Source: an optimization exercise on an open RTL-to-GDS flow (aim: small area). Production flows keep margins and buffers that such runs may drop.
Only simulation tests tie the RTL to the original design; equivalence was not proved.
Power is estimated from default activity; no workload was simulated.

File: flow/config.mk
export PLATFORM = sky130hd
export DESIGN_NAME = pixel_processing
export DESIGN_NICKNAME = pixel_processing
export VERILOG_FILES = /design/flow/design.v
export SDC_FILE = /design/flow/constraint.sdc
export NUM_CORES = 4
export LEC_CHECK = 0
export CAP_MARGIN = 0
export CORE_MARGIN = 2
export CORE_UTILIZATION = 70
export SLEW_MARGIN = 0
File: flow/flow/run.sh
#!/bin/bash
# Own layout flow: the standard flow (standard.sh) with two changes:
# CTS without dummy loads and with smaller clock buffers, and the smallest
# buffer cell for the port buffers. Each tool's output is in orfs/logs/;
# the whole make output is in flow_make.log.
set -euo pipefail
here=$(cd "$(dirname "$0")" && pwd)
source "$here/knobs.sh"
export CTS_ARGS BUFFER_PORTS_ARGS
bash standard.sh finish > flow_make.log 2>&1
File: flow/constraint.sdc
create_clock -name core_clock -period 10.0 [get_ports {video_clk}]
set_input_delay 2.0000 -clock core_clock [delete_from_list [all_inputs] [get_ports {video_clk}]]
set_output_delay 2.0000 -clock core_clock [all_outputs]
set_load 0.01 [all_outputs]
File: flow/flow/knobs.sh
CTS_ARGS="-sink_clustering_enable -repair_clock_nets -sink_clustering_size 20 -sink_clustering_max_diameter 60 -buf_list sky130_fd_sc_hd__clkbuf_8 -dont_use_dummy_load"
BUFFER_PORTS_ARGS="-buffer_cell sky130_fd_sc_hd__buf_1"
File: flow/standard.sh
#!/bin/bash
# synth_recipe.tcl (not shown) runs the flow's synth.tcl, then flattens the netlist and writes it again
# the make line also repeats each setting of config.mk as NAME=value (left out here)
make -C /OpenROAD-flow-scripts/flow DESIGN_CONFIG=/design/flow/config.mk WORK_HOME=/design/flow/orfs CLKGATE_MAP_FILE= SYNTH_SCRIPT=/design/flow/synth_recipe.tcl "${@:-finish}"
File: flow/design.v
`timescale 1ns/1ns
module pixel_processing#(
    parameter          ROW_NUM = 9'd96,      
    parameter          COL_NUM = 9'd32,      
    parameter          DATA_WIDTH  = 16
)(
    input              rst,
    input              video_clk,
	input     [15:0]   rgb565_i,
    input              data_valid,
	output    [15:0]   pixel_mean,
    output             odata_val
   );
localparam AW = 22;             
localparam NL = 4;              
localparam NS = 8;              
reg [4:0]   col_cnt;
reg [6:0]   row_cnt;
reg         pend;
reg [15:0]  pix;
reg [2:0]   ph;
reg [NL*AW-1:0] ring [0:NS-1];
wire [NL*AW-1:0] port_q = ring[NS-1];
wire        hit  = pend && (ph == col_cnt[4:2]);
wire [1:0]  lane = col_cnt[1:0];
wire        clr  = row_cnt[1:0] == 2'd0;
wire        last_col = col_cnt == COL_NUM-1;
wire        edge_row = (row_cnt[6:2] == 5'd0) || (row_cnt[6:2] == ROW_NUM/4-1);
wire        emit = (row_cnt[1:0] == 2'd3) && (edge_row || col_cnt == 5'd0 || last_col);
wire [NL-1:0] wsel;    
wire [NL-1:0] rsel;    
reg  [AW-1:0] acc;
genvar g;
generate for (g = 0; g < NL; g = g + 1) begin : dec
    assign wsel[g] = hit && lane == g;
    assign rsel[g] = !clr && lane == g;
end endgenerate
integer k;
always @(*) begin
    acc = {AW{1'b0}};
    for (k = 0; k < NL; k = k + 1) acc = acc | ({AW{rsel[k]}} & port_q[k*AW +: AW]);
end
wire [AW-1:0] addend = {2'b0, pix[15:11], 2'b0, pix[10:5], 2'b0, pix[4:0]};
wire [AW-1:0] sum;
wire [AW:0]   cy;
genvar b;
generate for (b = 0; b < AW; b = b + 1) begin : add
    wire cin = (b == 0 || b == 7 || b == 15) ? 1'b0 : cy[b];
    assign sum[b]  = acc[b] ^ addend[b] ^ cin;
    assign cy[b+1] = (acc[b] & addend[b]) | (cin & (acc[b] ^ addend[b]));
end endgenerate
wire [6:0]  sum_r = sum[21:15];
wire [7:0]  sum_g = sum[14:7];
wire [6:0]  sum_b = sum[6:0];
assign pixel_mean = {sum_r[6:2], sum_g[7:2], sum_b[6:2]};
assign odata_val  = hit && emit;
integer i;
always@(posedge video_clk)begin
    for (i = 1; i < NS; i = i + 1) ring[i] <= ring[i-1];
    for (i = 0; i < NL; i = i + 1)
        ring[0][i*AW +: AW] <= ({AW{wsel[i]}} & sum) | ({AW{~wsel[i]}} & port_q[i*AW +: AW]);
end
always@(posedge video_clk)begin
    if (data_valid) pix <= rgb565_i;
end
always@(posedge video_clk or posedge rst)begin
    if(rst)begin
        ph      <= 'b0;
        pend    <= 1'b0;
        col_cnt <= 'b0;
        row_cnt <= 'b0;
    end else begin
        ph <= ph + 1'b1;
        if (data_valid)  pend <= 1'b1;
        else if (hit)    pend <= 1'b0;
        if (hit) begin
            col_cnt <= col_cnt + 1'b1;
            if (last_col) row_cnt <= (row_cnt == ROW_NUM-1) ? 7'd0 : row_cnt + 1'b1;
        end
    end
end
endmodule
==> notes.md, run 1 <==
- Pins over their slew limit: 0
- DRC viols: 0
- Top cell by count, worst path: inv_1
- Max Freq: between 0.1 and 0.15 GHz
- Relative slew slack: 0.389
- Sink Count: between 700 and 800
- Crit-path max cell delay: between 0.4 and 0.5 ns
- Cell family with most CP delay: adder cells
- Crit Path Class: flip-flop to output pin
- Worst path cell trace: inv_1, ha_1, nor2b_2, buf_4, a22oi_1, nand2_1, ha_1, inv_1, fa_1, fa_1, fa_1, inv_1, fa_1, inv_1, fa_1, inv_1, ha_1, xnor2_1, inv_1, buf_1
- Clk root buf: clkbuf_8
- Cells after Synth: 1080
- Period utilization: 0.691
- Placer congestion estimate: 0.765
- First-pass GRT wire length: between 30000 and 40000 um
- Setup ws final: 3.09 ns
- Fill count: 1508
- Status: timing/DRC/antenna clean
- Ys flop type: dfxtp_1
- DR iter-0 viols: 438
- Drt wl/cell: approximately 17 um
- GRT Util Overall: 0.200
- Pwr Density: 260 nW/um^2
- Clock Latency Late Sink: 0.59 ns
- Tmin final: 6.91 ns
- CTS Buf Count: 42
- Antenna viol nets, final: 0
- Ys async rst share: 0.0217
- Syn_nets: 1126
- Die Span Y: 162 um
- Buffers and inverters on the worst path: 8
- Design area: 18500 sq um
- CP max stage cell: dfrtp_1
- Critical path fanouts, max: 19
- Leak: 7.50 nW
- #FFs+latches synth: 736
- Worst VDD drop: 0.180 mV
- Layout cells sized above 1: 0.0852
- Antenna diode count: 0
- H-tree levels: 2
- Unrepaired setup endpoints after global routing: no
- # rows: 57
- Req. time, crit path: 8.00 ns
- Tot Pwr: 4.82 mW
- Initial core utilization: 0.717
- YS warnings: 2
- Vias in the first global route: 7312
- Critical Path Start Type: flip-flop
- CP Data Arrival Time: 4.91 ns
- Hold Crit Class: flip-flop to flip-flop
- TritonCTS clock tree: done
- Setup Fix Bufs, Post-CTS: 0
- Placed cell areas: around 18000 sq um
- Max-Cap Viols: 0
- Post-CTS Resized: 0
- Core footprint: 24400 sq um
- Area growth, synth to finish: 5.78%
- Grt ovf: 0
- Total number of vias: 7184
- Final nets: 1186
- DP Worst Slack: 3.71 ns
- Inst Count DP: 1420
- Count of cell types in the netlist: 36
- Worst slew pin tran: 0.916 ns
- TNS Setup: 0 ns
- Final Hold Violating Endpoints: 0
- Final cell count without fillers: 1462
- Syn Std Cell Area: 17500 sq um
- Die area: about 26000 sq um
- Largest net degree at the start of global routing: 37
- Worst-path clk slew: approximately 0.11 ns
- Post-synthesis sequential area ratio: 0.857
- Mapped Avg Cell Area: 16.2 sq um
- DR pass1 iterations: 4
- Die width: 162 um
- Post-DP HPWL: about 16000 um
- PortBufs: 35
- Endpoint class of the critical path: output pin
- Ports: 36
- Hold_buf cts: 0
- Clock Skew: 0.0278 ns
- Setup violators final: 0
- Via density: 4.91
- Detailed Route WL: roughly 26000 um
- Longest Clk Path Bufs: 3
- Initial antenna violation count: 0
- Post-synth EDFFs: 16
## where the power goes
part / switching [mW] / leakage [nW] / internal (mW)
Clock: 0.771 / 0.302 / 0.382
Sequential: 0.129 / 6.07 / 3.23
Combinational: 0.189 / 1.12 / 0.120
## synth_stat cells, types with 5 or more instances
cell type  instances  share of area
a221oi_1          10         0.0050
a22o_1            10         0.0050
a22oi_1           24          0.010
buf_6              9         0.0058
mux2_4            15          0.013
nor2b_1            5         0.0018
xnor2_1           11         0.0055
dfxtp_1          704           0.81
o21ai_0           56          0.016
ha_1              14          0.010
mux2_2            24          0.015
nand2_1           69          0.015
inv_1             34         0.0073
fa_1              13          0.015
edfxtp_1          16          0.027
clkbuf_1          12         0.0026
dfrtp_1           16          0.023
## state kept, by name, indices dropped and copies added (netlist names)
name	flops
ring	704
row_cnt	7
col_cnt	5
ph	3
pend	1
pix	16
## final timing paths
kind,to,slack (ns),start,cells past startpoint
hold / removal,ring[4][46],0.32,ring[3][46],0
hold reg to reg,ring[4][46],0.32,ring[3][46],0
max in group asynchronous,pend,8.08,rst,2
min in group asynchronous,row_cnt[3],1.48,rst,2
setup / recovery,pixel_mean[10],3.09,col_cnt[0],20
setup reg to reg,ring[0][58],5.57,col_cnt[0],19
## kinds of logic after synthesis
logic type               after synthesis  synth area share
flip-flops                           736             0.857
AO/OA/AOI/OAI                        106            0.0385
AND/OR/NAND/NOR                       96            0.0256
buffers and inverters                 60            0.0170
multiplexers                          40            0.0289
adder cells (fa/ha/maj)               27            0.0249
XOR/XNOR                              15           0.00859
## final cells by class
cell class	instances	area [sq um]	share of cell area
Tap cell	324	405	0.0219
Clock buffer	42	578	0.0313
Inverter	34	128	0.00690
Sequential cell	736	15000	0.810
Timing Repair Buffer	42	184	0.00995
Multi-Input combinational cell	284	2220	0.120
## per-stage QoR
step | utilization | hold WS [ns]
6_report | 0.758 | 0.319
5_1_grt | 0.758 | 0.324
4_1_cts | 0.758 | 0.317
3_5_place_dp | 0.734 | 0.312
3_3_place_gp | 0.734 | 0.310
2_1_floorplan | - | 0.310
## placed cells by master (no fill, tap or decap)
master / n
dfxtp_1: 704
nand2_1: 69
o21ai_0: 56
clkbuf_8: 42
buf_1: 35
inv_1: 34
mux2_2: 24
a22oi_1: 24
dfrtp_1: 16
edfxtp_1: 16
mux2_4: 15
ha_1: 14
fa_1: 13
xnor2_1: 11
a22o_1: 10
a221oi_1: 10
buf_4: 7
nand3_1: 4
nor2b_2: 4
a21oi_1: 4
xor2_1: 3
nor2_1: 3
nand4_1: 3
and3_1: 2
or4_2: 2
or4_1: 2
xor2_4: 1
nor4_4: 1
and4b_1: 1
or3b_2: 1
and4_1: 1
mux2i_1: 1
nor4b_1: 1
nor4_1: 1
o311a_1: 1
nor2b_1: 1
a21o_1: 1
## per-layer routing
metal	track usage	up-vias	share of wire
met5	0	-	0
met4	0.0700	0	0.028
met3	0.0386	50	0.033
met2	0.315	111	0.45
met1	0.283	3460	0.49
li1	-	3563	-
==> run 2, diff against run 1 <==
==> flow/flow/knobs.sh (replaced) <==
CTS_ARGS="-sink_clustering_enable -repair_clock_nets -sink_clustering_size 20 -sink_clustering_max_diameter 40 -buf_list sky130_fd_sc_hd__clkbuf_8 -dont_use_dummy_load"
BUFFER_PORTS_ARGS="-buffer_cell sky130_fd_sc_hd__buf_1"
--- a/flow/config.mk
+++ b/flow/config.mk
@@ -5,7 +5,7 @@
 export SDC_FILE = /design/flow/constraint.sdc
 export NUM_CORES = 4
 export LEC_CHECK = 0
-export CAP_MARGIN = 0
+export CAP_MARGIN = 20
 export CORE_MARGIN = 2
 export CORE_UTILIZATION = 70
-export SLEW_MARGIN = 0
+export SLEW_MARGIN = 20
==> notes.md, run 2 <==
- Count of cell types in the netlist: 36 (unchanged)
- Pwr Density: 263 nW/um^2 (+0.98%)
- Req. time, crit path: 8.00 ns (about the same)
- Post-layout util: 0.762 (+0.00395)
- Final nets: 1193 (+0.59%)
- Grt ovf: 0 (unchanged)
- DR pass1 iterations: 4 (unchanged)
- Cells after Synth: 1080 (unchanged)
- Top cell type's share of synthesized area: 0.806 (unchanged)
- Clk root buf: clkbuf_8
- Critical path fanouts, max: 19 (unchanged)
- Longest Clk Path Bufs: 3 (unchanged)
- Post-DP HPWL: 15600 um (unchanged)
- Max Freq: 0.143 GHz (-1.2%)
- Initial antenna violation count: 0 (unchanged)
- DP Worst Slack: 3.71 ns (unchanged)
- Post-synth EDFFs: 16 (unchanged)
- Area growth, synth to finish: 6.33%
- Worst path cell trace: inv_1, ha_1, nor2b_2, buf_4, a22oi_1, nand2_1, ha_1, inv_1, fa_1, fa_1, fa_1, inv_1, fa_1, inv_1, fa_1, inv_1, ha_1, xnor2_1, inv_1, buf_1
- Hold Crit Class: flip-flop to flip-flop
- Initial core utilization: 0.717 (unchanged)
- Hold Slack: 0.270 ns (-0.0493 ns)
- CP Data Arrival Time: 4.99 ns (+0.08 ns)
- Clock Latency Late Sink: 0.59 ns (about the same)
- Antenna diode count: 0 (unchanged)
- Syn_nets: 1126 (unchanged)
- DRC viols: 0 (unchanged)
- Antenna viol nets, final: 0 (unchanged)
- GRT Util Overall: 0.200 (about the same)
- Inst Count DP: 1420 (unchanged)
- Endpoint class of the critical path: output pin
- Syn Std Cell Area: 17500 sq um (unchanged)
- Final cell count without fillers: 1469 (+0.48%)
- Detailed Route WL: 25600 um (+0.32%)
- Tot Pwr: 4.89 mW (+1.5%)
- Ys async rst share: 0.0217 (unchanged)
- Post-synthesis sequential area ratio: 0.857 (unchanged)
- CP max stage cell: dfrtp_1
- Worst-path clk slew: 0.11 ns (about the same)
- TNS Setup: 0 ns (unchanged)
- Hold_buf cts: 0 (unchanged)
- Design area: 18600 sq um (+0.52%)
- Post-CTS Resized: 0 (unchanged)
- Die area: 26300 sq um (unchanged)
- YS warnings: 2 (unchanged)
- CTS Buf Count: 49 (+17%)
- Worst slew pin tran: 0.924 ns (+0.00783 ns)
- Clock Skew: 0.0593 ns (+0.0314 ns)
- Tmin final: 6.99 ns (+0.0816 ns)
- Placer congestion estimate: 0.765 (unchanged)
- Pins over their slew limit: 0 (unchanged)
- DR iter-0 viols: 448 (+2.3%)
- Critical Path Start Type: flip-flop
- Max-Cap Viols: 0 (unchanged)
- Die Span Y: 162 um (unchanged)
- Mapped Avg Cell Area: 16.2 sq um (unchanged)
- Final Hold Violating Endpoints: 0 (unchanged)
- Most common cell after layout, fill and taps aside: dfxtp_1
- H-tree levels: 2 (unchanged)
- Leak: 7.55 nW (+0.67%)
- Via density: 4.90 (-0.19%)
- Setup violators final: 0 (unchanged)
- # rows: 57 (unchanged)
- Vias in the first global route: 7394 (+1.1%)
- Core footprint: 24400 sq um (unchanged)
- Die width: 162 um (unchanged)
- Crit Path Class: flip-flop to output pin
- First-pass GRT wire length: 39500 um (about the same)
- Top-count cell post-synth: dfxtp_1
- Max reg flops: 704 (unchanged)
- Relative slew slack: 0.384 (-0.00522)
- Largest net degree at the start of global routing: 37 (unchanged)
- Biggest regs: ring (704), pix (16), row_cnt (7)
- Placed cell areas: 17900 sq um (unchanged)
- Period utilization: 0.699 (+0.00816)
- Worst VDD drop: 0.184 mV (+2.3%)
- PortBufs: 35 (unchanged)
- Area leader, netlist: dfxtp_1
- Setup ws final: 3.01 ns (-0.0816 ns)
- Crit-path max cell delay: 0.43 ns (about the same)
- Total number of vias: 7205 (+0.29%)
- #FFs+latches synth: 736 (unchanged)
- Setup Fix Bufs, Post-CTS: 0 (unchanged)
- Sink Count: 736 (unchanged)
- Drt wl/cell: 17.4 um (-0.16%)
- Ports: 36 (unchanged)
- Ys flop type: dfxtp_1
- Top cell by count, worst path: inv_1
- TritonCTS clock tree: done
- Biggest register: ring
- Status: timing/DRC/antenna clean
- Most frequent cells in the layout: dfxtp_1 (704), nand2_1 (69), o21ai_0 (56)
- Layout cells sized above 1: 0.0908 (+0.00559)
- Area contributors post-synth: dfxtp_1 (81%), edfxtp_1 (2.7%), dfrtp_1 (2.3%), o21ai_0 (1.6%), mux2_2 (1.5%)
- Post-synth top cells: dfxtp_1 (704), nand2_1 (69), o21ai_0 (56)
- Unrepaired setup endpoints after global routing: no
[run 2: cell families (layout without fill, tap and decap cells)]
kind of cell / Yosys count / after routing / share of synthesized area
AO/OA/AOI/OAI: 106 / 106 / 0.0385
XOR/XNOR: 15 / 15 / 0.00859
adder cells (fa/ha/maj): 27 / 27 / 0.0249
buffers and inverters: 60 / 125 / 0.0170
flip-flops: 736 / 736 / 0.857
multiplexers: 40 / 40 / 0.0289
AND/OR/NAND/NOR: 96 / 96 / 0.0256
[run 2: cell type report]
cell class | instances | area, sq um
well taps | 324 | 405
fillers | 1517 | 5800
flip-flops and latches | 736 | 15000
inverters | 34 | 128
clock buffers | 49 | 674
multi-input cells | 284 | 2220
repair buffers | 42 | 184
[run 2: per-layer routing]
layer	vias up	GRT usage	routed length (um)
met2	158	0.312	11300
li1	3583	-	-
met3	67	0.0393	1160
met5	-	0	0
met1	3397	0.279	12200
met4	0	0.0849	892
[run 2: critical path, delay by kind of cell, from the launching register on]
family                   cells  cell delay, ns
XOR/XNOR                     1            0.22
flip-flops                   1            0.43
AO/OA/AOI/OAI                1            0.14
buffers and inverters        8            0.98
AND/OR/NAND/NOR              2            0.29
adder cells (fa/ha/maj)      8            2.33
[run 2: final timing paths]
check	startpoint	end	slack (ns)	cells after the start
max	col_cnt[0]	pixel_mean[10]	3.01	20
min	ring[4][68]	ring[5][68]	0.27	0
max reg2reg	col_cnt[0]	ring[0][58]	5.51	19
min reg2reg	ring[4][68]	ring[5][68]	0.27	0
max in group asynchronous	rst	row_cnt[3]	8.06	2
min in group asynchronous	rst	col_cnt[1]	1.47	2
[run 2: where the power goes]
part / internal [mW] / leakage (nW) / switching, mW
Clock: 0.441 / 0.352 / 0.784
Combinational: 0.120 / 1.12 / 0.190
Sequential: 3.23 / 6.07 / 0.129
==> run 3, diff against run 2 <==
==> flow/flow/run.sh (replaced) <==
#!/bin/bash
# Own layout flow: the standard flow (standard.sh) with these changes:
#  - synthesis maps the logic with an area-oriented ABC script (abc_map.script)
#    instead of ORFS's speed script; the rest of the synthesis is unchanged,
#    so the registers are the standard synthesis's;
#  - CTS without dummy loads and with smaller clock buffers;
#  - the smallest buffer cell for the port buffers.
# Each tool's output is in orfs/logs/; the make output is in flow_make.log.
set -euo pipefail
here=$(cd "$(dirname "$0")" && pwd)
rm -rf scripts_local
cp -r "$FLOW_HOME/scripts" scripts_local
cp "$here/abc_map.script" scripts_local/abc_speed.script
export SCRIPTS_DIR=$PWD/scripts_local
source "$here/knobs.sh"
export CTS_ARGS BUFFER_PORTS_ARGS
bash standard.sh finish > flow_make.log 2>&1
==> flow/flow/abc_map.script (new file) <==
&get -n
&st
&dch
&nf
&st
&syn2
&if -g -K 6
&synch2
&nf
&st
&syn2
&if -g -K 6
&synch2
&nf
&put
topo
dnsize -c
==> notes.md, run 3 <==
- Max Freq: 0.142 GHz (-0.55%)
- CP Data Arrival Time: 5.03 ns (+0.04 ns)
- #FFs+latches synth: 736 (unchanged)
- Syn Std Cell Area: 17200 sq um (-1.5%)
- Design area: 18500 sq um (-0.28%)
- Biggest register: ring
- Via density: 4.88 (-0.45%)
- Area growth, synth to finish: 7.64%
- Crit Path Class: flip-flop to output pin
- Pins over their slew limit: 0 (unchanged)
- Clock Latency Late Sink: 0.61 ns (+0.02 ns)
- Largest family of logic cells by synthesized area: compound AO/OA/AOI/OAI gates
- Ports: 36 (unchanged)
- Top cell by count, worst path: clkinv_1
- Most common cell after layout, fill and taps aside: dfxtp_1
- Hold Path Depth: 0 (unchanged)
- Initial core utilization: 0.710 (-0.00647)
- Post-DP HPWL: 15700 um (+0.56%)
- Setup ws final: 2.97 ns (-0.0389 ns)
- Area contributors post-synth: dfxtp_1 (82%), edfxtp_1 (2.8%), mux2_1 (2.5%), dfrtp_1 (2.3%), o21ai_0 (1.6%)
- Synth Area in XOR/XNOR: 0.00763 (-0.000961)
- Cells after Synth: 1054 (-2.4%)
- Worst hold endpoint: ring[6][20]
- Post-synthesis sequential area ratio: 0.869 (+0.0129)
- Worst-path clk slew: 0.11 ns (about the same)
- Leak: 7.40 nW (-1.9%)
- Mux share of post-synthesis cell area: 0.0261 (-0.00283)
- # rows: 57 (unchanged)
- Worst slew pin tran: 0.847 ns (-0.0773 ns)
- Top cell type's share of synthesized area: 0.818 (+0.0121)
- Initial antenna violation count: 0 (unchanged)
- Worst path cell trace: clkinv_1, ha_1, nor2b_2, buf_4, a22oi_1, nand2_1, ha_1, clkinv_1, fa_1, fa_1, fa_1, clkinv_1, fa_1, clkinv_1, fa_1, clkinv_1, ha_1, xnor2_1, clkinv_1, buf_1
- R2r setup slk: 5.60 ns (+0.09 ns)
- Synth Area in Compound Gates: 0.0391 (+0.000579)
- Longest Clk Path Bufs: 3 (unchanged)
- Area leader, netlist: dfxtp_1
- Worst reg2reg path depth: 19 (unchanged)
- Die width: 161 um (-0.73%)
- Drt wl/cell: 17.1 um (-1.9%)
- Layout cells sized above 1: 0.0566 (-0.0343)
- Largest net degree at the start of global routing: 37 (unchanged)
- Hold Slack: 0.279 ns (+0.00953 ns)
- Syn_nets: 1100 (-2.3%)
- CP max stage cell: dfrtp_1
- Final Hold Violating Endpoints: 0 (unchanged)
- Post-Synth Adder-Cell Area: 0.0253 (+0.000375)
- Hold Crit Class: flip-flop to flip-flop
- H-tree levels: 2 (unchanged)
- Grt ovf: 0 (unchanged)
- TNS Setup: 0 ns (unchanged)
- DR pass1 iterations: 4 (unchanged)
- DR iter-0 viols: 536 (+20%)
- Mapped Avg Cell Area: 16.3 sq um (+0.95%)
- Max-Cap Viols: 0 (unchanged)
- DRC viols: 0 (unchanged)
- Total number of vias: 7192 (-0.18%)
- Post-synth top cells: dfxtp_1 (704), nand2_1 (69), o21ai_0 (56)
- Hold Crit Start: ring[5][20]
- DP Worst Slack: 3.53 ns (-0.177 ns)
- CTS Buf Count: 51 (+4.1%)
- Hold_buf cts: 0 (unchanged)
- Cell family with most CP delay: adder cells
- Worst VDD drop: 0.205 mV (+12%)
- Die Span Y: 161 um (-0.73%)
- Setup violators final: 0 (unchanged)
- Crit-path max cell delay: 0.41 ns (-0.02 ns)
- Critical path fanouts, max: 19 (unchanged)
- Placed cell areas: 17800 sq um (-0.47%)
- YS warnings: 2 (unchanged)
- Ys flop type: dfxtp_1
- TritonCTS clock tree: done
- Count of cell types in the netlist: 29 (-19%)
- Most frequent cells in the layout: dfxtp_1 (704), nand2_1 (69), o21ai_0 (56)
- Post-CTS Resized: 0 (unchanged)
- Ys async rst share: 0.0217 (unchanged)
- Clk root buf: clkbuf_8
- Critical R2R Launch: row_cnt[1]
- Relative slew slack: 0.435 (+0.0515)
- PortBufs: 35 (unchanged)
- Post-synth EDFFs: 16 (unchanged)
- GRT Util Overall: 0.203 (+0.00256)
- Buffers and inverters on the worst path: 8 (unchanged)
- Antenna viol nets, final: 0 (unchanged)
- Final cell count without fillers: 1473 (+0.27%)
- Critical Path Start Type: flip-flop
- First-pass GRT wire length: 39500 um (about the same)
- Clock Skew: 0.0719 ns (+0.0126 ns)
- Setup Fix Bufs, Post-CTS: 0 (unchanged)
- Core footprint: 24200 sq um (-0.58%)
- Sink Count: 736 (unchanged)
- Max reg flops: 704 (unchanged)
- Pwr Density: 263 nW/um^2 (about the same)
- Req. time, crit path: 8.00 ns (about the same)
- Inst Count DP: 1421 (+0.070%)
- Vias in the first global route: 7269 (-1.7%)
- Post-Synth Simple-Gate Area: 0.0251 (-0.000488)
- Top-count cell post-synth: dfxtp_1
- R2r endpoint: ring[0][58]
- Stages on the worst setup path: 20 (unchanged)
- Endpoint class of the critical path: output pin
- Antenna diode count: 0 (unchanged)
- Biggest regs: ring (704), pix (16), row_cnt (7)
- Detailed Route WL: 25200 um (-1.7%)
- Die area: 25900 sq um (-1.4%)
- Final nets: 1197 (+0.34%)
- Placer congestion estimate: 0.800 (+4.5%)
- Period utilization: 0.703 (+0.00389)
- Unrepaired setup endpoints after global routing: no
- Status: timing/DRC/antenna clean
- Tmin final: 7.03 ns (+0.0389 ns)
## run 3: cell count changes in the layout (fill, tap and decap cells not counted), moves of 2 or more
cell	before	now
mux2_2	24	0
inv_1	34	0
mux2_1	0	39
clkbuf_8	49	51
mux2_4	15	0
clkinv_1	0	34
## run 3: how the worst max path moves through the flow
stage	end	start
2_1_floorplan	pixel_mean[10]	row_cnt[0]
3_5_place_dp	pixel_mean[10]	row_cnt[0]
4_1_cts	pixel_mean[10]	row_cnt[1]
5_1_grt	pixel_mean[10]	row_cnt[1]
6_report	pixel_mean[10]	row_cnt[1]
3_3_place_gp	pixel_mean[10]	row_cnt[0]
## run 3: kinds of logic (layout without fill, tap and decap cells)
kind of cell,count (synthesis),after routing
compound gates,106,106
xor+xnor,15,15
simple gates,96,96
fa+ha+maj,27,27
mux,40,40
flops,736,736
buf+inv,34,129
## run 3: metal layers
metal	vias to the layer above	track usage	routed length [um]
met5	-	0	0
met4	0	0.0694	616
met3	49	0.0364	889
met2	120	0.305	10900
met1	3432	0.302	12700
li1	3591	-	-
## run 3: stage by stage
| stage | util | power [mW] |
|---|---|---|
| 6_report | 0.764 | 4.88 |
| 2_1_floorplan | - | 3.53 |
| 3_5_place_dp | 0.735 | 3.69 |
| 4_1_cts | 0.764 | 4.91 |
| 5_1_grt | 0.764 | 5.08 |
| 3_3_place_gp | 0.735 | 3.68 |
## run 3: area by class of cell
class / instances / area [sq um]
Clock buffer: 51 / 702
Fill cell: 1452 / 5710
Inverter: 34 / 128
Multi-Input combinational cell: 284 / 2130
Sequential cell: 736 / 15000
Tap cell: 324 / 405
Timing Repair Buffer: 44 / 196
## run 3: power breakdown
part / internal (mW) / switching (mW)
registers: 3.23 / 0.127
clock network: 0.458 / 0.794
logic: 0.0980 / 0.177
==> run 4, diff against run 3 <==
==> flow/flow/abc_map.script (replaced) <==
&get -n
&st
&syn2
&dch -f
&nf -R 1000 -p
&st
&syn2
&dch -f
&nf -R 1000 -p
&put
==> flow/flow/knobs.sh (replaced) <==
CTS_ARGS="-sink_clustering_enable -repair_clock_nets -sink_clustering_size 20 -sink_clustering_max_diameter 60 -buf_list sky130_fd_sc_hd__clkbuf_8 -dont_use_dummy_load"
BUFFER_PORTS_ARGS="-buffer_cell sky130_fd_sc_hd__buf_1"
==> notes.md, run 4 <==
- Pins over their slew limit: 0 (unchanged)
- Unrepaired setup endpoints after global routing: no
- Setup Fix Bufs, Post-CTS: 0 (unchanged)
- Worst-path clk slew: 0.11 ns (about the same)
- Clock Latency Late Sink: 0.58 ns (-0.03 ns)
- #FFs+latches synth: 736 (unchanged)
- Final nets: 1182 (-1.3%)
- Ys flop type: dfxtp_1
- Count of cell types in the netlist: 33 (+14%)
- Most frequent cells in the layout: dfxtp_1 (704), nand2_1 (81), o21ai_0 (55)
- CTS Buf Count: 42 (-18%)
- Syn_nets: 1095 (-0.45%)
- # rows: 57 (unchanged)
- Biggest regs: ring (704), pix (16), row_cnt (7)
- Total number of vias: 7031 (-2.2%)
- Relative slew slack: 0.361 (-0.0744)
- TritonCTS clock tree: done
- Largest net degree at the start of global routing: 37 (unchanged)
- Ys async rst share: 0.0217 (unchanged)
- Post-DP HPWL: 13500 um (-14%)
- GRT Util Overall: 0.187 (-0.0160)
- CP Data Arrival Time: 4.96 ns (-0.07 ns)
- First-pass GRT wire length: 36700 um (-7.1%)
- Worst slew pin tran: 0.955 ns (+0.108 ns)
- Die width: 160 um (-0.27%)
- Post-synth top cells: dfxtp_1 (704), nand2_1 (84), o21ai_0 (55)
- Post-synth EDFFs: 16 (unchanged)
- Critical R2R Launch: row_cnt[0]
- Critical Path Start Type: flip-flop
- PortBufs: 35 (unchanged)
- Antenna viol nets, final: 0 (unchanged)
- Clock Skew: 0.0333 ns (-0.0386 ns)
- Area contributors post-synth: dfxtp_1 (82%), edfxtp_1 (2.8%), mux2_1 (2.4%), dfrtp_1 (2.3%), nand2_1 (1.8%)
- YS warnings: 2 (unchanged)
- Mapped Avg Cell Area: 16.3 sq um (about the same)
- Area leader, netlist: dfxtp_1
- Top-count cell post-synth: dfxtp_1
- Antenna diode count: 0 (unchanged)
- Hold_buf cts: 0 (unchanged)
- Post-CTS Resized: 0 (unchanged)
- Drt wl/cell: 16.0 um (-6.3%)
- Post-Synth Simple-Gate Area: 0.0257 (+0.000651)
- Initial antenna violation count: 0 (unchanged)
- Final Hold Violating Endpoints: 0 (unchanged)
- Max Freq: 0.144 GHz (+0.99%)
- Die Span Y: 160 um (-0.27%)
- Status: timing/DRC/antenna clean
- Setup violators final: 0 (unchanged)
- Critical path fanouts, max: 22 (+3)
- Most common cell after layout, fill and taps aside: dfxtp_1
- Max reg flops: 704 (unchanged)
- Mux share of post-synthesis cell area: 0.0243 (-0.00175)
- Initial core utilization: 0.708 (-0.00184)
- Hold Crit Start: ring[0][87]
- DR iter-0 viols: 543 (+1.3%)
- Placer congestion estimate: 0.704 (-12%)
- Longest Clk Path Bufs: 3 (unchanged)
- Largest family of logic cells by synthesized area: compound AO/OA/AOI/OAI gates
- Biggest register: ring
- Sink Count: 736 (unchanged)
- Tot Pwr: 4.65 mW (-4.7%)
- Synth Area in XOR/XNOR: 0.00460 (-0.00303)
- DRC viols: 0 (unchanged)
- Crit Path Class: flip-flop to output pin
- Cells after Synth: 1049 (-0.47%)
- Period utilization: 0.696 (-0.00686)
- Vias in the first global route: 7091 (-2.4%)
- Req. time, crit path: 8.00 ns (about the same)
- Max-Cap Viols: 0 (unchanged)
- Endpoint class of the critical path: output pin
- Ports: 36 (unchanged)
- Crit path launch: row_cnt[0]
- Via density: 4.82 (-1.2%)
- H-tree levels: 2 (unchanged)
- Hold Crit Class: flip-flop to flip-flop
- Die area: 25700 sq um (-0.54%)
- Clk root buf: clkbuf_8
- Layout cells sized above 1: 0.0503 (-0.00631)
- Post-synthesis sequential area ratio: 0.874 (+0.00483)
- Leak: 7.36 nW (-0.52%)
- Tmin final: 6.96 ns (-0.0686 ns)
- Core footprint: 24200 sq um (-0.29%)
- Area growth, synth to finish: 6.96%
- DR pass1 iterations: 5 (+1)
- Syn Std Cell Area: 17100 sq um (-0.55%)
- Worst VDD drop: 0.187 mV (-8.9%)
- Detailed Route WL: 23400 um (-7.2%)
- Grt ovf: 0 (unchanged)
- Pwr Density: 254 nW/um^2 (-3.5%)
- Synth Area in Compound Gates: 0.0378 (-0.00132)
- Post-Synth Adder-Cell Area: 0.0254 (+0.000140)
- TNS Setup: 0 ns (unchanged)
- Top cell type's share of synthesized area: 0.823 (+0.00454)
[run 4: cell count changes in the layout (fill, tap and decap cells not counted), moves of 9 or more]
cell      delta
clkbuf_8     -9
a221oi_1    -10
a21boi_0    +10
a22oi_1     -24
a222oi_1    +22
nand2_1     +12
a22o_1      -10
[run 4: per-layer routing]
| layer | part of all wire | global-route usage | vias to the layer above | routed length [um] |
|---|---|---|---|---|
| met5 | 0 | 0 | - | 0 |
| met2 | 0.43 | 0.286 | 131 | 10100 |
| met4 | 0.022 | 0.0659 | 0 | 521 |
| li1 | - | - | 3545 | - |
| met1 | 0.50 | 0.273 | 3311 | 11700 |
| met3 | 0.043 | 0.0341 | 44 | 1010 |
[run 4: cells by family after synthesis]
group | Yosys count
flops | 736
mux | 37
simple gates | 106
fa+ha+maj | 27
buf+inv | 36
xor+xnor | 9
compound gates | 98
[run 4: worst max-delay path, cell delays in order, from the launching register on]
cell      delay [ns]
dfrtp_1         0.41
clkinv_1        0.10
ha_1            0.28
nor2b_2         0.12
buf_4           0.34
a222oi_1        0.17
nand2_1         0.10
ha_1            0.15
clkinv_1        0.08
fa_1            0.41
fa_1            0.39
fa_1            0.37
clkinv_1        0.06
fa_1            0.16
clkinv_1        0.10
fa_1            0.44
clkinv_1        0.07
ha_1            0.15
xnor2_1         0.20
clkinv_1        0.13
buf_1           0.14
[run 4: cell type report]
type,instances,area (sq um)
fillers,1467,5860
well taps,324,405
clock buffers,42,578
inverters,36,135
flip-flops and latches,736,15000
repair buffers,43,191
multi-input cells,277,2040
[run 4: where the power goes]
part / internal (mW) / switching (mW) / total, mW
logic: 0.0992 / 0.196 / 0.295
registers: 3.13 / 0.0814 / 3.21
clock network: 0.382 / 0.766 / 1.15
total: 3.61 / 1.04 / 4.65
[run 4: per-stage QoR]
step,std cells,hold slack (ns),instance area [sq um],utilization,setup slack (ns)
finish,1458,0.318,18300,0.758,3.04
global route,1458,0.321,18300,0.758,2.71
global placement,1416,0.309,17700,0.734,3.77
detailed placement,1416,0.312,17700,0.734,3.67
CTS,1458,0.314,18300,0.758,3.01
floorplan,1049,0.310,17100,-,3.76
[run 4: path summary, 6_finish.rpt]
kind / slack, ns / endpoint / depth (start not counted)
setup / recovery: 3.04 / pixel_mean[10] / 20
hold / removal: 0.32 / ring[1][87] / 0
setup reg to reg: 5.55 / ring[0][57] / 18
hold reg to reg: 0.32 / ring[1][87] / 0
max in group asynchronous: 8.31 / ph[0] / 2
min in group asynchronous: 1.39 / col_cnt[2] / 2
==> run 5, diff against run 4 <==
--- a/flow/design.v
+++ b/flow/design.v
@@ -22,24 +22,11 @@
 reg [NL*AW-1:0] ring [0:NS-1];
 wire [NL*AW-1:0] port_q = ring[NS-1];
 wire        hit  = pend && (ph == col_cnt[4:2]);
-wire [1:0]  lane = col_cnt[1:0];
 wire        clr  = row_cnt[1:0] == 2'd0;
 wire        last_col = col_cnt == COL_NUM-1;
 wire        edge_row = (row_cnt[6:2] == 5'd0) || (row_cnt[6:2] == ROW_NUM/4-1);
 wire        emit = (row_cnt[1:0] == 2'd3) && (edge_row || col_cnt == 5'd0 || last_col);
-wire [NL-1:0] wsel;    
-wire [NL-1:0] rsel;    
-reg  [AW-1:0] acc;
-genvar g;
-generate for (g = 0; g < NL; g = g + 1) begin : dec
-    assign wsel[g] = hit && lane == g;
-    assign rsel[g] = !clr && lane == g;
-end endgenerate
-integer k;
-always @(*) begin
-    acc = {AW{1'b0}};
-    for (k = 0; k < NL; k = k + 1) acc = acc | ({AW{rsel[k]}} & port_q[k*AW +: AW]);
-end
+wire [AW-1:0] acc = clr ? {AW{1'b0}} : port_q[AW-1:0];
 wire [AW-1:0] addend = {2'b0, pix[15:11], 2'b0, pix[10:5], 2'b0, pix[4:0]};
 wire [AW-1:0] sum;
 wire [AW:0]   cy;
@@ -49,16 +36,12 @@
     assign sum[b]  = acc[b] ^ addend[b] ^ cin;
     assign cy[b+1] = (acc[b] & addend[b]) | (cin & (acc[b] ^ addend[b]));
 end endgenerate
-wire [6:0]  sum_r = sum[21:15];
-wire [7:0]  sum_g = sum[14:7];
-wire [6:0]  sum_b = sum[6:0];
-assign pixel_mean = {sum_r[6:2], sum_g[7:2], sum_b[6:2]};
+assign pixel_mean = {sum[21:17], sum[14:9], sum[6:2]};
 assign odata_val  = hit && emit;
 integer i;
 always@(posedge video_clk)begin
     for (i = 1; i < NS; i = i + 1) ring[i] <= ring[i-1];
-    for (i = 0; i < NL; i = i + 1)
-        ring[0][i*AW +: AW] <= ({AW{wsel[i]}} & sum) | ({AW{~wsel[i]}} & port_q[i*AW +: AW]);
+    ring[0] <= hit ? {sum, port_q[NL*AW-1:AW]} : port_q;
 end
 always@(posedge video_clk)begin
     if (data_valid) pix <= rgb565_i;
==> notes.md, run 5 <==
- DR pass1 iterations: 4 (-1)
- H-tree levels: 2 (unchanged)
- Hold Crit Start: ring[1][34]
- CP max stage cell: dfrtp_1
- GRT Util Overall: 0.170 (-0.0163)
- Switch share: 0.216 (-0.00804)
- # rows: 56 (-1.8%)
- Relative slew slack: 0.300 (-0.0605)
- Initial antenna violation count: 0 (unchanged)
- Longest Clk Path Bufs: 3 (unchanged)
- Mapped Avg Cell Area: 17.7 sq um (+8.6%)
- Hold_buf cts: 0 (unchanged)
- Clock share of power: 0.245 (-0.002)
- Crit Path Class: flip-flop to output pin
- Die width: 159 um (-0.62%)
- Total number of vias: 6352 (-9.7%)
- Count of cell types in the netlist: 26 (-21%)
- Biggest register: ring
- Sequential share of power: 0.685 (-0.005)
- R2r setup slk: 6.22 ns (+0.67 ns)
- Syn_nets: 998 (-8.9%)
- Fill count: 1412 (-3.7%)
- Top-count cell post-synth: dfxtp_1
- Ys async rst share: 0.0217 (unchanged)
- Clock Skew: 0.0292 ns (-0.00407 ns)
- Placer congestion estimate: 0.764 (+8.5%)
- Post-synth EDFFs: 16 (unchanged)
- R2r endpoint: ring[0][79]
- CTS Buf Count: 42 (unchanged)
- Die Span Y: 159 um (-0.62%)
- Unrepaired setup endpoints after global routing: no
- Cells after Synth: 954 (-9.1%)
- #FFs+latches synth: 736 (unchanged)
- YS warnings: 2 (unchanged)
- Ys flop type: dfxtp_1
- Detailed Route WL: 20500 um (-12%)
- Worst path cell trace: clkinv_1, ha_1, nor2b_1, ha_1, clkinv_1, fa_1, fa_1, clkinv_1, fa_1, clkinv_1, fa_1, fa_1, clkinv_1, ha_1, xnor2_1, buf_1
- Register area: 15000 sq um (unchanged)
- Metal2 WL: 8870 um (-13%)
- Sink Count: 736 (unchanged)
- Pins over their slew limit: 0 (unchanged)
- Ports: 36 (unchanged)
- Syn Std Cell Area: 16900 sq um (-1.3%)
- Max-Cap Viols: 0 (unchanged)
- Worst slew pin tran: 1.05 ns (+0.0941 ns)
- Critical R2R Launch: row_cnt[0]
- Clk root buf: clkbuf_8
- CP Data Arrival Time: 4.16 ns (-0.80 ns)
- Worst VDD drop: 0.206 mV (+10%)
- Metal-1 WL: 10400 um (-11%)
- Buffers and inverters on the worst path: 6 (-2)
- Grt ovf: 0 (unchanged)
- TritonCTS clock tree: done
- Hold Path Depth: 0 (unchanged)
- Period utilization: 0.616 (-0.0802)
- Largest net degree at the start of global routing: 76 (+110%)
- Leak: 7.29 nW (-1.1%)
- Post-layout util: 0.764 (+0.00650)
- Layout cells sized above 1: 0.0445 (-0.00578)
- Vias in the first global route: 6934 (-2.2%)
- Antenna diode count: 0 (unchanged)
- Critical path fanouts, max: 6 (-73%)
- Setup violators final: 0 (unchanged)
- Setup Fix Bufs, Post-CTS: 0 (unchanged)
- Gate power share: 0.070 (+0.007)
- Top cell type's share of synthesized area: 0.833 (+0.0106)
- Switching Power: 1.01 mW (-3.3%)
- Post-synthesis sequential area ratio: 0.886 (+0.0113)
- Max Freq: 0.162 GHz (+13%)
- Post-synth top cells: dfxtp_1 (704), mux2_1 (82), clkinv_1 (30)
- Antenna viol nets, final: 0 (unchanged)
- First-pass GRT wire length: 34700 um (-5.4%)
- Via density: 4.69 (-2.6%)
- Worst reg2reg path depth: 15 (-3)
- Crit-path max cell delay: 0.46 ns (+0.02 ns)
- Die area: 25400 sq um (-1.2%)
- Routed wl met3: 682 um (-32%)
- Internal Pwr Total: 3.66 mW (+1.4%)
- Most common cell after layout, fill and taps aside: dfxtp_1
- Area growth, synth to finish: 6.72%
- Tmin final: 6.16 ns (-0.802 ns)
- Core footprint: 23600 sq um (-2.3%)
- DR iter-0 viols: 285 (-48%)
- Status: timing/DRC/antenna clean
- Post-CTS Resized: 0 (unchanged)
- Multi-input logic area: 1830 sq um (-10%)
- Clock Latency Late Sink: 0.57 ns (about the same)
- Cell family with most CP delay: adder cells
- Biggest regs: ring (704), pix (16), row_cnt (7)
- PortBufs: 35 (unchanged)
- Post-DP HPWL: 12100 um (-11%)
- Req. time, crit path: 8.00 ns (about the same)
- Area contributors post-synth: dfxtp_1 (83%), mux2_1 (5.5%), edfxtp_1 (2.8%), dfrtp_1 (2.4%), fa_1 (1.5%)
- Final nets: 1080 (-8.6%)
- Top sig layer: met4
- TNS Setup: 0 ns (unchanged)
- Hold Crit Class: flip-flop to flip-flop
- Max reg flops: 704 (unchanged)
- Most frequent cells in the layout: dfxtp_1 (704), mux2_1 (82), clkbuf_8 (42)
- Critical Path Start Type: flip-flop
- DRC viols: 0 (unchanged)
- Initial core utilization: 0.716 (+0.00771)
- Area leader, netlist: dfxtp_1
- Final Hold Violating Endpoints: 0 (unchanged)
- Worst-path clk slew: 0.11 ns (about the same)
- Endpoint class of the critical path: output pin
- Worst hold endpoint: ring[2][34]
- Pwr Density: 259 nW/um^2 (+1.9%)
- Drt wl/cell: 15.1 um (-5.5%)
## run 5: cell count changes after synthesis, moves of 8 or more
cell | before | now
a21boi_0 | 10 | 0
a222oi_1 | 22 | 0
mux2_1 | 37 | 82
nand2_1 | 84 | 8
nand2b_1 | 1 | 10
nor2b_1 | 4 | 12
o21ai_0 | 55 | 5
## run 5: layer usage
| metal | vias to the layer above | GRT usage |
|---|---|---|
| met5 | - | 0 |
| met4 | 0 | 0.0595 |
| met3 | 45 | 0.0336 |
| met2 | 78 | 0.262 |
| met1 | 3062 | 0.246 |
| li1 | 3167 | - |
## run 5: power by group through the flow
| stage | logic, mW | clock network (mW) | registers, mW |
|---|---|---|---|
| floorplan | 0.264 | 0 | 3.24 |
| global placement | 0.322 | 0 | 3.26 |
| detailed placement | 0.334 | 0 | 3.27 |
| CTS | 0.336 | 1.18 | 3.20 |
| global route | 0.362 | 1.28 | 3.22 |
| finish | 0.327 | 1.14 | 3.20 |
## run 5: cells by family after synthesis
kind of cell	synth area share
AOI/OAI and AO/OA	0.00696
xor gates and xnor gates	0.00622
adders and majority gates	0.0243
buffers and inverters	0.00666
DFF	0.886
muxes	0.0546
and+or+nand+nor	0.0158
## run 5: per-stage QoR
| stage | cell area [sq um] | power, mW | cells | worst slack [ns] | hold slack (ns) |
|---|---|---|---|---|---|
| 6_report | 18000 | 4.67 | 1353 | 3.84 | 0.313 |
| 5_1_grt | 18000 | 4.87 | 1353 | 3.44 | 0.317 |
| 4_1_cts | 18000 | 4.72 | 1353 | 3.76 | 0.300 |
| 3_5_place_dp | 17500 | 3.60 | 1311 | 4.46 | 0.312 |
| 3_3_place_gp | 17500 | 3.58 | 1311 | 4.51 | 0.310 |
| 2_1_floorplan | 16900 | 3.50 | 954 | 4.44 | 0.310 |
## run 5: how the worst max path moves through the flow
stage,end,depth (start not counted),start
2_1_floorplan,odata_val,5,col_cnt[3]
3_3_place_gp,pixel_mean[10],16,row_cnt[0]
3_5_place_dp,pixel_mean[10],16,row_cnt[0]
4_1_cts,pixel_mean[10],16,row_cnt[0]
5_1_grt,pixel_mean[10],16,row_cnt[0]
6_report,pixel_mean[10],16,row_cnt[0]
## run 5: area by class of cell
| cell class | instances | area share |
|---|---|---|
| clock buffers | 42 | 0.0320 |
| multi-input cells | 188 | 0.101 |
| repair buffers | 38 | 0.00853 |
| well taps | 319 | 0.0221 |
| inverters | 30 | 0.00624 |
| flip-flops and latches | 736 | 0.830 |
==> run 6, diff against run 5 <==
--- a/flow/design.v
+++ b/flow/design.v
@@ -21,7 +21,11 @@
 reg [2:0]   ph;
 reg [NL*AW-1:0] ring [0:NS-1];
 wire [NL*AW-1:0] port_q = ring[NS-1];
-wire        hit  = pend && (ph == col_cnt[4:2]);
+reg         hit, hit_n;
+wire        pend_nx = data_valid || (pend && !hit);
+wire [4:0]  col_nx  = hit ? col_cnt + 1'b1 : col_cnt;
+wire [2:0]  ph_nx   = ph + 1'b1;
+wire        hit_nx  = pend_nx && (ph_nx == col_nx[4:2]);
 wire        clr  = row_cnt[1:0] == 2'd0;
 wire        last_col = col_cnt == COL_NUM-1;
 wire        edge_row = (row_cnt[6:2] == 5'd0) || (row_cnt[6:2] == ROW_NUM/4-1);
@@ -41,7 +45,8 @@
 integer i;
 always@(posedge video_clk)begin
     for (i = 1; i < NS; i = i + 1) ring[i] <= ring[i-1];
-    ring[0] <= hit ? {sum, port_q[NL*AW-1:AW]} : port_q;
+    ring[0] <= ({NL*AW{hit}}   & {sum, port_q[NL*AW-1:AW]})
+             | ({NL*AW{hit_n}} & port_q);
 end
 always@(posedge video_clk)begin
     if (data_valid) pix <= rgb565_i;
@@ -50,14 +55,17 @@
     if(rst)begin
         ph      <= 'b0;
         pend    <= 1'b0;
+        hit     <= 1'b0;
+        hit_n   <= 1'b1;
         col_cnt <= 'b0;
         row_cnt <= 'b0;
     end else begin
-        ph <= ph + 1'b1;
-        if (data_valid)  pend <= 1'b1;
-        else if (hit)    pend <= 1'b0;
+        ph    <= ph_nx;
+        pend  <= pend_nx;
+        hit   <= hit_nx;
+        hit_n <= !hit_nx;
+        col_cnt <= col_nx;
         if (hit) begin
-            col_cnt <= col_cnt + 1'b1;
             if (last_col) row_cnt <= (row_cnt == ROW_NUM-1) ? 7'd0 : row_cnt + 1'b1;
         end
     end
==> notes.md, run 6 <==
- Status: timing/DRC/antenna clean
- DRC viols: 0 (unchanged)
- Post-DP HPWL: 12500 um (+3.4%)
- Endpoint class of the critical path: output pin
- Mux share of post-synthesis cell area: 0.000671 (-0.0539)
- Post-Synth Simple-Gate Area: 0.0182 (+0.00243)
- Pwr Density: 246 nW/um^2 (-4.9%)
- Post-layout util: 0.763 (-0.000768)
- Ys async rst share: 0.0244 (+0.00265)
- Req. time, crit path: 8.00 ns (about the same)
- Most frequent cells in the layout: dfxtp_1 (704), a22o_1 (76), clkbuf_8 (42)
- Antenna diode count: 0 (unchanged)
- Max-Cap Viols: 0 (unchanged)
- Tmin final: 6.48 ns (+0.322 ns)
- TNS Setup: 0 ns (unchanged)
- Most common cell after layout, fill and taps aside: dfxtp_1
- Ys flop type: dfxtp_1
- Worst path cell trace: clkinv_1, ha_1, buf_4, nor2b_1, ha_1, clkinv_1, fa_1, fa_1, fa_1, fa_1, fa_1, clkinv_1, ha_1, xnor2_1, buf_1
- Critical Path Start Type: flip-flop
- Core footprint: 23500 sq um (-0.59%)
- H-tree levels: 2 (unchanged)
- Critical path fanouts, max: 22 (+16)
- Setup violators final: 0 (unchanged)
- Top cell by count, worst path: fa_1
- Top cell type's share of synthesized area: 0.840 (+0.00640)
- Hold_buf cts: 0 (unchanged)
- Clock Latency Late Sink: 0.58 ns (about the same)
- Die Span Y: 159 um (-0.37%)
- First-pass GRT wire length: 37100 um (+6.8%)
- GRT busiest layer: met2
- Longest Clk Path Bufs: 3 (unchanged)
- Hold Crit Class: flip-flop to flip-flop
- Area growth, synth to finish: 6.79% (about the same)
- Syn Std Cell Area: 16800 sq um (-0.76%)
- Pins over their slew limit: 0 (unchanged)
- DP Worst Slack: 4.10 ns (-0.355 ns)
- Syn_nets: 1011 (+1.3%)
- YS warnings: 2 (unchanged)
- Synth Area in Compound Gates: 0.0472 (+0.0402)
- Layout cells sized above 1: 0.0458 (+0.00131)
- Unrepaired setup endpoints after global routing: no
- Vias in the first global route: 7138 (+2.9%)
- Largest net degree at the start of global routing: 89 (+17%)
- Largest family of logic cells by synthesized area: compound AO/OA/AOI/OAI gates
- Post-CTS Resized: 0 (unchanged)
- Synth Area in XOR/XNOR: 0.00626 (+0.0000477)
- Period utilization: 0.648 (+0.0322)
- Crit Path Class: flip-flop to output pin
- Mapped Avg Cell Area: 17.4 sq um (-2.1%)
- Crit-path max cell delay: 0.45 ns (about the same)
- Setup Fix Bufs, Post-CTS: 0 (unchanged)
- GRT Util Overall: 0.184 (+0.0132)
- Post-synth top cells: dfxtp_1 (704), a22o_1 (76), clkinv_1 (35)
- Area leader, netlist: dfxtp_1
- CTS Buf Count: 42 (unchanged)
- Worst-path clk slew: 0.11 ns (about the same)
- Leak: 7.11 nW (-2.4%)
- Initial antenna violation count: 0 (unchanged)
- Cells after Synth: 967 (+1.4%)
- Post-synth EDFFs: 16 (unchanged)
- Antenna viol nets, final: 0 (unchanged)
- Max Freq: 0.154 GHz (-5.0%)
- TritonCTS clock tree: done
- Grt met1 use: 0.268 (+0.0213)
- Post-Synth Adder-Cell Area: 0.0245 (+0.000186)
- Met3 GRT Util: 0.0327 (-0.000948)
- # rows: 56 (unchanged)
- Area contributors post-synth: dfxtp_1 (84%), a22o_1 (4.0%), edfxtp_1 (2.9%), dfrtp_1 (2.5%), fa_1 (1.6%)
- Fill count: 1381 (-2.2%)
- Detailed Route WL: 22300 um (+8.7%)
- Setup ws final: 3.52 ns (-0.322 ns)
- Biggest regs: ring (704), pix (16), row_cnt (7)
- Die width: 159 um (-0.37%)
- Die area: 25200 sq um (-0.74%)
- Max reg flops: 704 (unchanged)
- CP Data Arrival Time: 4.48 ns (+0.32 ns)
- Final Hold Violating Endpoints: 0 (unchanged)
- Met2 global-route usage: 0.282 (+0.0204)
- Sink Count: 738 (+0.27%)
- Ports: 36 (unchanged)
- #FFs+latches synth: 738 (+0.27%)
- Top-count cell post-synth: dfxtp_1
- Count of cell types in the netlist: 27 (+3.8%)
- DR pass1 iterations: 4 (unchanged)
- Relative slew slack: 0.306 (+0.00591)
- PortBufs: 35 (unchanged)
- Final nets: 1094 (+1.3%)
- Post-synthesis sequential area ratio: 0.895 (+0.00986)
- Drt wl/cell: 16.3 um (+7.6%)
- Initial core utilization: 0.715 (-0.00121)
- Placer congestion estimate: 0.751 (-1.6%)
- Clock Skew: 0.0225 ns (-0.00671 ns)
- Via density: 4.84 (+3.2%)
- DR iter-0 viols: 323 (+13%)
- Biggest register: ring
- Worst slew pin tran: 1.04 ns (-0.00886 ns)
- CP max stage cell: dfrtp_1
- Clk root buf: clkbuf_8
- Grt ovf: 0 (unchanged)
- Total number of vias: 6620 (+4.2%)
- Worst VDD drop: 0.158 mV (-23%)
run 6: cell types whose count changed in the layout (fill, tap and decap cells not counted), moves of 2 or more:
cell	delta
and3_1	+3
clkinv_1	+5
nor2b_1	-4
nand2b_1	+5
a22o_1	+76
nand2_1	+10
mux2_1	-81
a21oi_1	-5
o21ai_0	+10
nor2_1	-5
nand3_1	-2
run 6: final timing paths:
kind	startpoint	endpoint	slack, ns	cells past startpoint
worst max-delay path	row_cnt[0]	pixel_mean[10]	3.52	15
worst min-delay path	ring[6][29]	ring[7][29]	0.33	0
worst max register to register	row_cnt[0]	ring[0][79]	5.99	14
worst min register to register	ring[6][29]	ring[7][29]	0.33	0
max in group asynchronous	rst	hit_n	8.27	2
min in group asynchronous	rst	row_cnt[5]	1.38	2
run 6: final cells by class:
cell class	instances	area [sq um]	share of cell area
clock buffer	42	578	0.0323
inverter	35	131	0.00733
tap	319	399	0.0223
multi-input combinational	194	1620	0.0906
timing repair buffer	39	161	0.00901
sequential	738	15000	0.839
run 6: power by group:
part / switching (mW) / internal (mW)
logic: 0.118 / 0.0563
registers: 0.0443 / 3.04
clock network: 0.771 / 0.382
run 6: per-stage QoR:
stage | power [mW] | instance area (sq um) | cells | hold slack [ns]
after global placement | 3.32 | 17300 | 1325 | 0.311
after global routing | 4.57 | 17900 | 1367 | 0.324
final | 4.41 | 17900 | 1367 | 0.326
after CTS | 4.44 | 17900 | 1367 | 0.316
after detailed placement | 3.32 | 17300 | 1325 | 0.312
after floorplan | 3.24 | 16800 | 967 | 0.310
run 6: kinds of logic after synthesis:
group / Yosys count
flops: 738
simple gates: 57
buf+inv: 35
fa+ha+maj: 25
compound gates: 99
mux: 1
xor+xnor: 12
run 6: critical path: cells and delay by family (launching register included):
family	cells	cell delay (ns)
adder cells (fa/ha/maj)	8	2.51
buffers and inverters	5	0.65
flip-flops	1	0.45
AND/OR/NAND/NOR	1	0.15
XOR/XNOR	1	0.15
run 6: metal layers:
metal,wire (um),share of wire
met1,11100,0.50
met2,9920,0.45
met3,700,0.031
met4,546,0.025
met5,0,0
==> run 7, diff against run 6 <==
==> flow/flow/knobs.sh (replaced) <==
CTS_ARGS="-sink_clustering_enable -repair_clock_nets -sink_clustering_size 20 -sink_clustering_max_diameter 60 -buf_list sky130_fd_sc_hd__clkbuf_8 -root_buf sky130_fd_sc_hd__clkbuf_4 -tree_buf sky130_fd_sc_hd__clkbuf_4 -dont_use_dummy_load"
BUFFER_PORTS_ARGS="-buffer_cell sky130_fd_sc_hd__buf_1"
==> notes.md, run 7 <==
- Setup Fix Bufs, Post-CTS: 0 (unchanged)
- Setup violators final: 0 (unchanged)
- Biggest regs: ring (704), pix (16), row_cnt (7)
- Critical Path Start Type: flip-flop
- Clk root buf: clkbuf_4
- DRC viols: 0 (unchanged)
- Ys flop type: dfxtp_1
- Hold_buf cts: 0 (unchanged)
- Setup ws final: 3.40 ns (-0.116 ns)
- Clock Latency Late Sink: 0.70 ns (+0.12 ns)
- Worst reg2reg path depth: 14 (unchanged)
- R2r endpoint: ring[0][79]
- Pins over their slew limit: 0 (unchanged)
- Syn Std Cell Area: 16800 sq um (unchanged)
- Top cell type's share of synthesized area: 0.840 (unchanged)
- TNS Setup: 0 ns (unchanged)
- Tmin final: 6.60 ns (+0.116 ns)
- GRT Util Overall: 0.183 (-0.000348)
- Vias in the first global route: 7138 (unchanged)
- R2r setup slk: 6.00 ns (about the same)
- Post-synthesis sequential area ratio: 0.895 (unchanged)
- Biggest register: ring
- Area leader, netlist: dfxtp_1
- Endpoint class of the critical path: output pin
- Layout cells sized above 1: 0.0458 (unchanged)
- Worst hold endpoint: ring[7][29]
- Critical path fanouts, max: 22 (unchanged)
- Die Span Y: 159 um (unchanged)
- Clock Skew: 0.0319 ns (+0.00939 ns)
- Relative slew slack: 0.306 (about the same)
- Pwr Density: 244 nW/um^2 (-0.62%)
- Die area: 25200 sq um (unchanged)
- Post-layout util: 0.762 (-0.00123)
- Hold Crit Class: flip-flop to flip-flop
- Largest net degree at the start of global routing: 89 (unchanged)
- H-tree levels: 2 (unchanged)
- Tot Pwr: 4.37 mW (-0.78%)
- Fill count: 1385 (+0.29%)
- Placed cell areas: 17300 sq um (unchanged)
- Design area: 17900 sq um (-0.16%)
- Initial antenna violation count: 1 (+1)
- Syn_nets: 1011 (unchanged)
- Final nets: 1094 (unchanged)
- Status: timing/DRC/antenna clean
- Area contributors post-synth: dfxtp_1 (84%), a22o_1 (4.0%), edfxtp_1 (2.9%), dfrtp_1 (2.5%), fa_1 (1.6%)
- Req. time, crit path: 8.00 ns (about the same)
- DP Worst Slack: 4.10 ns (unchanged)
- Die width: 159 um (unchanged)
- Area growth, synth to finish: 6.62%
- Post-synth EDFFs: 16 (unchanged)
- Max-Cap Viols: 0 (unchanged)
- Most frequent cells in the layout: dfxtp_1 (704), a22o_1 (76), clkbuf_8 (37)
- Initial core utilization: 0.715 (unchanged)
- Worst-path clk slew: 0.11 ns (about the same)
- Max reg flops: 704 (unchanged)
- Most common cell after layout, fill and taps aside: dfxtp_1
- Max Freq: 0.152 GHz (-1.8%)
- Period utilization: 0.660 (+0.0116)
- DR iter-0 viols: 350 (+8.4%)
- Sink Count: 738 (unchanged)
- Count of cell types in the netlist: 27 (unchanged)
- Total number of vias: 6641 (+0.32%)
- Cells after Synth: 967 (unchanged)
- Mapped Avg Cell Area: 17.4 sq um (unchanged)
- Worst VDD drop: 0.158 mV (-0.27%)
- PortBufs: 35 (unchanged)
- CP Data Arrival Time: 4.60 ns (+0.12 ns)
- Ys async rst share: 0.0244 (unchanged)
- # rows: 56 (unchanged)
- Hold Path Depth: 0 (unchanged)
- Critical R2R Launch: row_cnt[0]
- Antenna viol nets, final: 0 (unchanged)
- Grt ovf: 0 (unchanged)
- #FFs+latches synth: 738 (unchanged)
- Post-DP HPWL: 12500 um (unchanged)
- DR pass1 iterations: 4 (unchanged)
- Crit Path Class: flip-flop to output pin
- Unrepaired setup endpoints after global routing: no
- Longest Clk Path Bufs: 3 (unchanged)
- Worst slew pin tran: 1.04 ns (+0.000250 ns)
- Final Hold Violating Endpoints: 0 (unchanged)
- First-pass GRT wire length: 37100 um (about the same)
- Detailed Route WL: 22200 um (-0.13%)
- Via density: 4.85 (+0.24%)
- Leak: 7.10 nW (-0.18%)
- Hold Crit Start: ring[6][29]
- Post-CTS Resized: 0 (unchanged)
- Core footprint: 23500 sq um (unchanged)
- YS warnings: 2 (unchanged)
- Ports: 36 (unchanged)
- Placer congestion estimate: 0.751 (unchanged)
- Drt wl/cell: 16.3 um (-0.20%)
- TritonCTS clock tree: done
- Post-synth top cells: dfxtp_1 (704), a22o_1 (76), clkinv_1 (35)
- Top-count cell post-synth: dfxtp_1
- CTS Buf Count: 42 (unchanged)
==> run 7: cell counts after synthesis <==
Identical to the previous run, type by type.
==> run 7: critical path, stage by stage (launching register included) <==
cell,delay (ns)
dfrtp_1,0.45
clkinv_1,0.10
ha_1,0.20
buf_4,0.23
nor2b_1,0.15
ha_1,0.15
clkinv_1,0.07
fa_1,0.39
fa_1,0.39
fa_1,0.41
fa_1,0.44
fa_1,0.38
clkinv_1,0.06
ha_1,0.15
xnor2_1,0.15
buf_1,0.19
==> run 7: metal layers <==
layer	vias to the layer above	track usage	wire length (um)
li1	3271	-	-
met1	3237	0.268	11100
met2	84	0.282	9920
met3	49	0.0327	667
met4	0	0.0609	546
met5	-	0	0
==> run 7: cell families (layout without fill, tap and decap cells) <==
kind of cell,Yosys count,in the layout,synth area share
and+or+nand+nor,57,57,0.0182
other,0,1,0
AOI/OAI and AO/OA,99,99,0.0472
xor gates and xnor gates,12,12,0.00626
DFF,738,738,0.895
adders and majority gates,25,25,0.0245
muxes,1,1,0.000671
buffers and inverters,35,116,0.00783
==> run 7: how the worst max path moves through the flow <==
stage	startpoint	to	slack [ns]	cells after the start
after floorplan	row_cnt[0]	pixel_mean[10]	4.58	13
after global placement	row_cnt[0]	pixel_mean[10]	4.19	15
after detailed placement	row_cnt[0]	pixel_mean[10]	4.10	15
after CTS	row_cnt[0]	pixel_mean[10]	3.32	15
after global routing	row_cnt[0]	pixel_mean[10]	3.17	15
final	row_cnt[0]	pixel_mean[10]	3.40	15
==> run 7: where the power goes <==
part	switching (mW)	leakage, nW	internal, mW
Sequential	0.0441	6.11	3.04
Combinational	0.118	0.706	0.0563
Clock	0.765	0.289	0.355
==> run 7: final cells by class <==
type                            instances  area [sq um]  share of cell area
Sequential cell                       738         15000               0.840
Multi-Input combinational cell        194          1620              0.0908
Antenna cell                            1          2.50            0.000140
Tap cell                              319           399              0.0223
Inverter                               35           131             0.00734
Timing Repair Buffer                   39           161             0.00902
Clock buffer                           42           547              0.0306
==> run 7: metrics by stage <==
stage,hold WS (ns),std cells
6_report,0.322,1368
5_1_grt,0.307,1368
4_1_cts,0.299,1367
3_5_place_dp,0.312,1325
3_3_place_gp,0.311,1325
2_1_floorplan,0.310,967
==> run 8, diff against run 7 <==
==> flow/flow/knobs.sh (replaced) <==
CTS_ARGS="-sink_clustering_enable -repair_clock_nets -sink_clustering_size 20 -sink_clustering_max_diameter 60 -buf_list sky130_fd_sc_hd__clkbuf_8 -root_buf sky130_fd_sc_hd__clkbuf_4 -tree_buf sky130_fd_sc_hd__clkbuf_2 -dont_use_dummy_load"
BUFFER_PORTS_ARGS="-buffer_cell sky130_fd_sc_hd__buf_1"
==> notes.md, run 8 <==
- Initial antenna violation count: 1 (unchanged)
- Area leader, netlist: dfxtp_1
- Grt ovf: 0 (unchanged)
- Most common cell after layout, fill and taps aside: dfxtp_1
- Most frequent cells in the layout: dfxtp_1 (704), a22o_1 (76), clkbuf_8 (37)
- Syn Std Cell Area: 16800 sq um (unchanged)
- Unrepaired setup endpoints after global routing: no
- Req. time, crit path: 8.00 ns (about the same)
- Hold_buf cts: 0 (unchanged)
- Longest Clk Path Bufs: 3 (unchanged)
- Crit Path Class: flip-flop to output pin
- Clock share of power: 0.256 (about the same)
- Met3 GRT Util: 0.0327 (unchanged)
- Worst slew pin tran: 1.04 ns (unchanged)
- Setup Fix Bufs, Post-CTS: 0 (unchanged)
- Critical R2R Launch: row_cnt[0]
- Switching Power: 0.927 mW (unchanged)
- Post-synth EDFFs: 16 (unchanged)
- DR pass1 iterations: 4 (unchanged)
- Tot Pwr: 4.37 mW (unchanged)
- Setup violators final: 0 (unchanged)
- CP Data Arrival Time: 4.60 ns (about the same)
- CP max stage cell: dfrtp_1
- Top-count cell post-synth: dfxtp_1
- Grt met1 use: 0.268 (unchanged)
- TritonCTS clock tree: done
- CTS Buf Count: 42 (unchanged)
- Mapped Avg Cell Area: 17.4 sq um (unchanged)
- Syn_nets: 1011 (unchanged)
- Sequential share of power: 0.704 (about the same)
- Met2 global-route usage: 0.282 (unchanged)
- #FFs+latches synth: 738 (unchanged)
- First-pass GRT wire length: 37100 um (unchanged)
- Relative slew slack: 0.306 (unchanged)
- Status: timing/DRC/antenna clean
- Pwr Density: 244 nW/um^2 (unchanged)
- Tmin final: 6.60 ns (unchanged)
- Clk root buf: clkbuf_4
- Drt wl/cell: 16.3 um (unchanged)
- Worst path cell trace: clkinv_1, ha_1, buf_4, nor2b_1, ha_1, clkinv_1, fa_1, fa_1, fa_1, fa_1, fa_1, clkinv_1, ha_1, xnor2_1, buf_1
- Crit-path max cell delay: 0.45 ns (about the same)
- Vias in the first global route: 7138 (unchanged)
- Worst hold endpoint: ring[7][29]
- Final nets: 1094 (unchanged)
- Switch share: 0.212 (unchanged)
- Hold Crit Class: flip-flop to flip-flop
- Count of cell types in the netlist: 27 (unchanged)
- Area contributors post-synth: dfxtp_1 (84%), a22o_1 (4.0%), edfxtp_1 (2.9%), dfrtp_1 (2.5%), fa_1 (1.6%)
- TNS Setup: 0 ns (unchanged)
==> run 8: cell counts in the layout (fill, tap and decap cells not counted) <==
Identical to the previous run, type by type.
==> run 8: worst max-delay path by stage <==
stage | from | cells past startpoint | end
final | row_cnt[0] | 15 | pixel_mean[10]
after global routing | row_cnt[0] | 15 | pixel_mean[10]
after CTS | row_cnt[0] | 15 | pixel_mean[10]
after detailed placement | row_cnt[0] | 15 | pixel_mean[10]
after global placement | row_cnt[0] | 15 | pixel_mean[10]
after floorplan | row_cnt[0] | 13 | pixel_mean[10]
==> run 8: per-layer routing <==
layer / vias up / routed length, um
met4: 0 / 546
li1: 3271 / -
met1: 3237 / 11100
met2: 84 / 9920
met5: - / 0
met3: 49 / 667
==> run 8: worst max-delay path: cells and delay by family (launching register included) <==
family | cells | cell delay [ns]
simple gates | 1 | 0.15
buf+inv | 5 | 0.65
xor+xnor | 1 | 0.15
fa+ha+maj | 8 | 2.51
flops | 1 | 0.45
==> run 8: metrics by stage <==
stage	std cells	instance area [sq um]	worst slack, ns	util	hold slack [ns]
4_1_cts	1367	17900	3.32	0.762	0.299
6_report	1368	17900	3.40	0.762	0.322
3_5_place_dp	1325	17300	4.10	0.739	0.312
5_1_grt	1368	17900	3.17	0.762	0.307
3_3_place_gp	1325	17300	4.19	0.739	0.311
2_1_floorplan	967	16800	4.58	-	0.310
==> run 8: power by group through the flow <==
stage / clock (mW) / combinational (mW) / sequential, mW
global placement: 0 / 0.172 / 3.14
detailed placement: 0 / 0.176 / 3.15
floorplan: 0 / 0.0756 / 3.17
CTS: 1.15 / 0.179 / 3.08
global route: 1.25 / 0.194 / 3.09
finish: 1.12 / 0.174 / 3.08
==> run 8: cell type report <==
class                   instances  area, sq um
diodes                          1         2.50
clock buffers                  42          547
fillers                      1385         5580
inverters                      35          131
multi-input cells             194         1620
flip-flops and latches        738        15000
well taps                     319          399
repair buffers                 39          161
==> run 8: cells by family (layout without fill, tap and decap cells) <==
kind of cell	after synthesis	count (layout)	synth area share
other	0	1	0
flip-flops	738	738	0.895
buffers and inverters	35	116	0.00783
AO/OA/AOI/OAI	99	99	0.0472
adder cells (fa/ha/maj)	25	25	0.0245
XOR/XNOR	12	12	0.00626
AND/OR/NAND/NOR	57	57	0.0182
multiplexers	1	1	0.000671

Check on run 8: ideal ports give 3.403 ns setup slack; a clkbuf_16 on the clock port and buf_2 on the inputs give 3.362 ns; moving port delays by the midpoint clock arrival (0.727 ns) as well gives 4.089 ns.
